From an optimization exercise on the open Yosys and OpenROAD flow, aimed at small area and a short achievable clock period; shortcuts taken in it are not production practice.
Function was checked by simulation only, so behaviour that the tests miss may differ from the original.
No activity file was given, so power comes from the tool's default toggle rates.

== old ==
## spll
module spll
#(
		parameter	                  PHASE_BITS = 32,
		parameter	[0:0]	          OPT_TRACK_FREQUENCY = 1'b1,
		parameter	[PHASE_BITS-1:0]  INITIAL_PHASE_STEP  = 0,
		parameter	[0:0]	          OPT_GLITCHLESS      = 1'b1,
		localparam	                  MSB=PHASE_BITS-1
	)
(
		input	wire			       i_clk,
		input	wire			       i_reset,
		input	wire			       i_ld,
		input	wire [(MSB-1):0]       i_step,
		input	wire			       i_ce,
		input	wire			       i_input,
		input	wire [4:0]		       i_lgcoeff,
		output	wire [PHASE_BITS-1:0]  o_phase,
		output	reg	 [1:0]		       o_err,
		output	wire	 		       o_freq
	);
For scale: roughly 1200 cells after synthesis, roughly 72 flip-flops, roughly 76 I/O pins.
export LEC_CHECK = 0
export CAP_MARGIN = 20
export CORE_MARGIN = 2
export CORE_UTILIZATION = 60
export SETUP_SLACK_MARGIN = 2.5
export SLEW_MARGIN = 20
create_clock -name core_clock -period 6.0 [get_ports {i_clk}]
standard.sh (not shown) runs the stock make flow with config.mk's settings and CLKGATE_MAP_FILE= SYNTH_SCRIPT=/design/flow/synth_recipe.tcl, a recipe that flattens the netlist after the stock synthesis.
==> flow/flow/run.sh <==
#!/bin/bash
# Own flow: the standard layout (standard.sh) with these changes:
#  - synthesis maps the logic with a plain delay-driven ABC script
#    (flow/abc.script, via flow/synth.tcl) and without full/half adder cells;
#  - the delay cells are kept out of the design, so that the port buffers
#    are plain buffers.
set -euo pipefail
export MY_WORK=$PWD
export MY_ABC_SCRIPT=$PWD/flow/abc.script
DU="sky130_fd_sc_hd__probe_p_8 sky130_fd_sc_hd__probec_p_8 sky130_fd_sc_hd__lpflow_bleeder_1 sky130_fd_sc_hd__lpflow_clkbufkapwr_1 sky130_fd_sc_hd__lpflow_clkbufkapwr_16 sky130_fd_sc_hd__lpflow_clkbufkapwr_2 sky130_fd_sc_hd__lpflow_clkbufkapwr_4 sky130_fd_sc_hd__lpflow_clkbufkapwr_8 sky130_fd_sc_hd__lpflow_clkinvkapwr_1 sky130_fd_sc_hd__lpflow_clkinvkapwr_16 sky130_fd_sc_hd__lpflow_clkinvkapwr_2 sky130_fd_sc_hd__lpflow_clkinvkapwr_4 sky130_fd_sc_hd__lpflow_clkinvkapwr_8 sky130_fd_sc_hd__lpflow_decapkapwr_12 sky130_fd_sc_hd__lpflow_decapkapwr_3 sky130_fd_sc_hd__lpflow_decapkapwr_4 sky130_fd_sc_hd__lpflow_decapkapwr_6 sky130_fd_sc_hd__lpflow_decapkapwr_8 sky130_fd_sc_hd__lpflow_inputiso0n_1 sky130_fd_sc_hd__lpflow_inputiso0p_1 sky130_fd_sc_hd__lpflow_inputiso1n_1 sky130_fd_sc_hd__lpflow_inputiso1p_1 sky130_fd_sc_hd__lpflow_inputisolatch_1 sky130_fd_sc_hd__lpflow_isobufsrc_1 sky130_fd_sc_hd__lpflow_isobufsrc_16 sky130_fd_sc_hd__lpflow_isobufsrc_2 sky130_fd_sc_hd__lpflow_isobufsrc_4 sky130_fd_sc_hd__lpflow_isobufsrc_8 sky130_fd_sc_hd__lpflow_isobufsrckapwr_16 sky130_fd_sc_hd__lpflow_lsbuf_lh_hl_isowell_tap_1 sky130_fd_sc_hd__lpflow_lsbuf_lh_hl_isowell_tap_2 sky130_fd_sc_hd__lpflow_lsbuf_lh_hl_isowell_tap_4 sky130_fd_sc_hd__lpflow_lsbuf_lh_isowell_4 sky130_fd_sc_hd__lpflow_lsbuf_lh_isowell_tap_1 sky130_fd_sc_hd__lpflow_lsbuf_lh_isowell_tap_2 sky130_fd_sc_hd__lpflow_lsbuf_lh_isowell_tap_4  sky130_fd_sc_hd__clkdlybuf4s15_1 sky130_fd_sc_hd__clkdlybuf4s15_2 sky130_fd_sc_hd__clkdlybuf4s18_1 sky130_fd_sc_hd__clkdlybuf4s18_2 sky130_fd_sc_hd__clkdlybuf4s25_1 sky130_fd_sc_hd__clkdlybuf4s25_2 sky130_fd_sc_hd__clkdlybuf4s50_1 sky130_fd_sc_hd__clkdlybuf4s50_2 sky130_fd_sc_hd__dlygate4sd1_1 sky130_fd_sc_hd__dlygate4sd2_1 sky130_fd_sc_hd__dlygate4sd3_1 sky130_fd_sc_hd__dlymetal6s2s_1 sky130_fd_sc_hd__dlymetal6s4s_1 sky130_fd_sc_hd__dlymetal6s6s_1"
bash standard.sh SYNTH_SCRIPT=$PWD/flow/synth.tcl ADDER_MAP_FILE= ABC_CLOCK_PERIOD_IN_PS=2500 "DONT_USE_CELLS=$DU" finish > flow_make.log 2>&1
Other scripts of this flow, unchanged in this note and not shown: flow/flow/abc.script, flow/flow/synth.tcl
## Diff of input files: new against old
Settings: SETUP_SLACK_MARGIN removed (was 2.5).
Findings:
- new finished all stages; the layout is clean.
- Diff old -> new: number of logic stages on the critical path including buffering now smaller, power now smaller, headroom to the max-slew limit now larger, mean instance size in the synthesized netlist comparable, first-pass GRT wire length now smaller.
- Switching power total (new over old): decrease, 7.4%
- new vs old, critical path startpoint: lg[4]$_DFF_P_ vs agreed_output$_SDFFE_PP0P_
- new — setup slack of the critical path after layout 1.40 ns lower, old as reference

* * *

run a:
The RTL this note starts from:
==> flow/design.v <==
module spll
#(
		parameter	                  PHASE_BITS = 32,
		parameter	[0:0]	          OPT_TRACK_FREQUENCY = 1'b1,
		parameter	[PHASE_BITS-1:0]  INITIAL_PHASE_STEP  = 0,
		parameter	[0:0]	          OPT_GLITCHLESS      = 1'b1,
		localparam	                  MSB=PHASE_BITS-1
	)
(
		input	wire			       i_clk,
		input	wire			       i_reset,
		input	wire			       i_ld,
		input	wire [(MSB-1):0]       i_step,
		input	wire			       i_ce,
		input	wire			       i_input,
		input	wire [4:0]		       i_lgcoeff,
		output	wire [PHASE_BITS-1:0]  o_phase,
		output	reg	 [1:0]		       o_err,
		output	wire	 		       o_freq
	);
	reg	[4:0]	lg;
	reg		lead_r;
	reg	[31:0]	ctr, r_step;
	always @(posedge i_clk)
		lg <= i_lgcoeff;
	wire	lead_e    = lead_r;
	wire	agreed_output = lead_r ^ ctr[31];
	wire	phase_err = ctr[31] ^ i_input;
	wire	[31:0]	pm, fm;
	genvar i;
	generate for (i = 0; i < 32; i = i + 1) begin : g_dec
		assign pm[i] = (lg >= 31 - i);
		if (i >= 29)
			assign fm[i] = (lg <= 14);
		else
			assign fm[i] = (lg >= (30 - i) / 2) && (lg <= 14);
	end endgenerate
	wire	[31:0]	sum0;
	prefix_add32 u_add (.a(ctr), .b(r_step), .s(sum0));
	wire	[31:0]	sum1;
	pm_step u_ps (.x(sum0), .m(pm), .d(lead_e), .y(sum1));
	wire	[31:0]	step1;
	pm_step u_fs (.x(r_step), .m(fm), .d(lead_e), .y(step1));
	wire	above = |(r_step & { pm[30:0], 1'b0 });	 
	wire	atup  = |(r_step & pm);			 
	wire	below = |(r_step & ~pm);		 
	wire	gl    = above | (atup & below);
	wire	hold  = lead_e && !gl;
	wire	[31:0]	alt  = hold ? ctr : sum1;
	wire	[31:0]	ctr_n = i_reset ? 32'h0 : (!i_ce) ? ctr : phase_err ? alt : sum0;
	always @(posedge i_clk)
		ctr <= ctr_n;
	always @(posedge i_clk)
	if (i_reset)
		r_step <= INITIAL_PHASE_STEP;
	else if (i_ld)
		r_step <= { 1'b0, i_step };
	else if (i_ce && phase_err)
		r_step <= step1;
	wire	agreed_n = i_reset ? 1'b0 : (i_ce && !phase_err) ? i_input : agreed_output;
	always @(posedge i_clk)
		lead_r <= agreed_n ^ ctr_n[31];
	always @(posedge i_clk)
	if (i_reset)
		o_err <= 2'h0;
	else if (i_ce)
		o_err <= { phase_err && lead_e, phase_err };
	assign	o_phase = ctr;
	assign	o_freq  = ctr[31];
endmodule
module prefix_add32 (
		input	wire	[31:0]	a, b,
		output	wire	[31:0]	s
	);
	wire	[31:0]	g [0:5];
	wire	[31:0]	p [0:5];
	assign	g[0] = a & b;
	assign	p[0] = a ^ b;
	genvar l, i;
	generate for (l = 0; l < 5; l = l + 1) begin : g_lvl
		for (i = 0; i < 32; i = i + 1) begin : g_bit
			if ((i >> l) & 1) begin
				localparam integer j = ((i >> l) << l) - 1;
				assign g[l+1][i] = g[l][i] | (p[l][i] & g[l][j]);
				assign p[l+1][i] = p[l][i] & p[l][j];
			end else begin
				assign g[l+1][i] = g[l][i];
				assign p[l+1][i] = p[l][i];
			end
		end
	end endgenerate
	assign	s = p[0] ^ { g[5][30:0], 1'b0 };
endmodule
module pm_step (
		input	wire	[31:0]	x, m,
		input	wire		d,
		output	wire	[31:0]	y
	);
	wire	[31:0]	u = ~m | (x ^ {32{d}});
	wire	[31:0]	a [0:5];
	assign	a[0] = u;
	genvar l, i;
	generate for (l = 0; l < 5; l = l + 1) begin : g_lvl
		for (i = 0; i < 32; i = i + 1) begin : g_bit
			if ((i >> l) & 1) begin
				localparam integer j = ((i >> l) << l) - 1;
				assign a[l+1][i] = a[l][i] & a[l][j];
			end else begin
				assign a[l+1][i] = a[l][i];
			end
		end
	end endgenerate
	assign	y = x ^ (m & { a[5][30:0], 1'b1 });
endmodule
clock: 6.0 ns
lec_check: 0
cap_margin: 20
core_margin: 2
core_utilization: 60
cts_buf_list: sky130_fd_sc_hd__clkbuf_8
cts_cluster_size: 20
setup_slack_margin: 2.25
slew_margin: 20
==> flow/flow/abc.script <==
strash
dch
map -D 2500
topo
buffer -c
upsize -c
dnsize -c
==> flow/flow/synth.tcl <==
# The standard synthesis (synth_recipe.tcl), with the ABC mapping script
# replaced by flow/abc.script
proc abc {args} {
  set i [lsearch -exact $args -script]
  if { $i >= 0 } { set args [lreplace $args [expr {$i+1}] [expr {$i+1}] $::env(MY_ABC_SCRIPT)] }
  yosys abc {*}$args
}
source $::env(MY_WORK)/synth_recipe.tcl
Scripts as last shown in full above: flow/flow/run.sh
The inputs of run b differ from those of run a as listed below.
- swapping 2.25 for 2.5 in SETUP_SLACK_MARGIN
### Flow results
- For run a and run b, there was not a single run that failed to finish clean.
- Run b against run a: via total after detailed routing went up, hold slack shows a reduction of 11 ps, fraction of power consumed by the clock network decreased by 0.8 points relative to the old numbers.
- Going from run a to run b, total global-route track usage barely changed; setup slack after layout climbed 140 ps; cell area after synthesis barely changed.
- Run a reports its origin of the worst setup path as r_step[5] while run b reports i_input.

afterwards: timing with drivers on the ports:
No port has a modelled driver above. Below, the same layouts with a new extraction and two added sets of constraints. Step 1 assumes that a clkbuf_16 drives the clock port and a buf_2 every other input. Step 2 times the ports against the registers' clock, not the clock port: input delays grow and output delays shrink by t, the midpoint of the rising clock arrivals with the driver on. Three values: ideal ports, drivers, drivers and shift; two values: the first two.
run | shift t [ns] | slack for setup (ns) | worst setup path after step 2 | latest minus earliest clock arrival (ns)
old | 0.395 | 2.497 / 2.497 / 2.413 | input to register | 0.012 / 0.012
new | 0.390 | 1.101 / 1.101 / 1.101 | register to register | 0.011 / 0.011
run a | 0.417 | 2.490 / 2.490 / 2.165 | input to register | 0.017 / 0.016
run b | 0.418 | 2.633 / 2.647 / 2.229 | input to register | 0.018 / 0.019
After both steps setup and hold are still met in every run listed. The setup slack of run b, which loses most, moves by +0.014 ns with the drivers and by -0.404 ns with both steps.
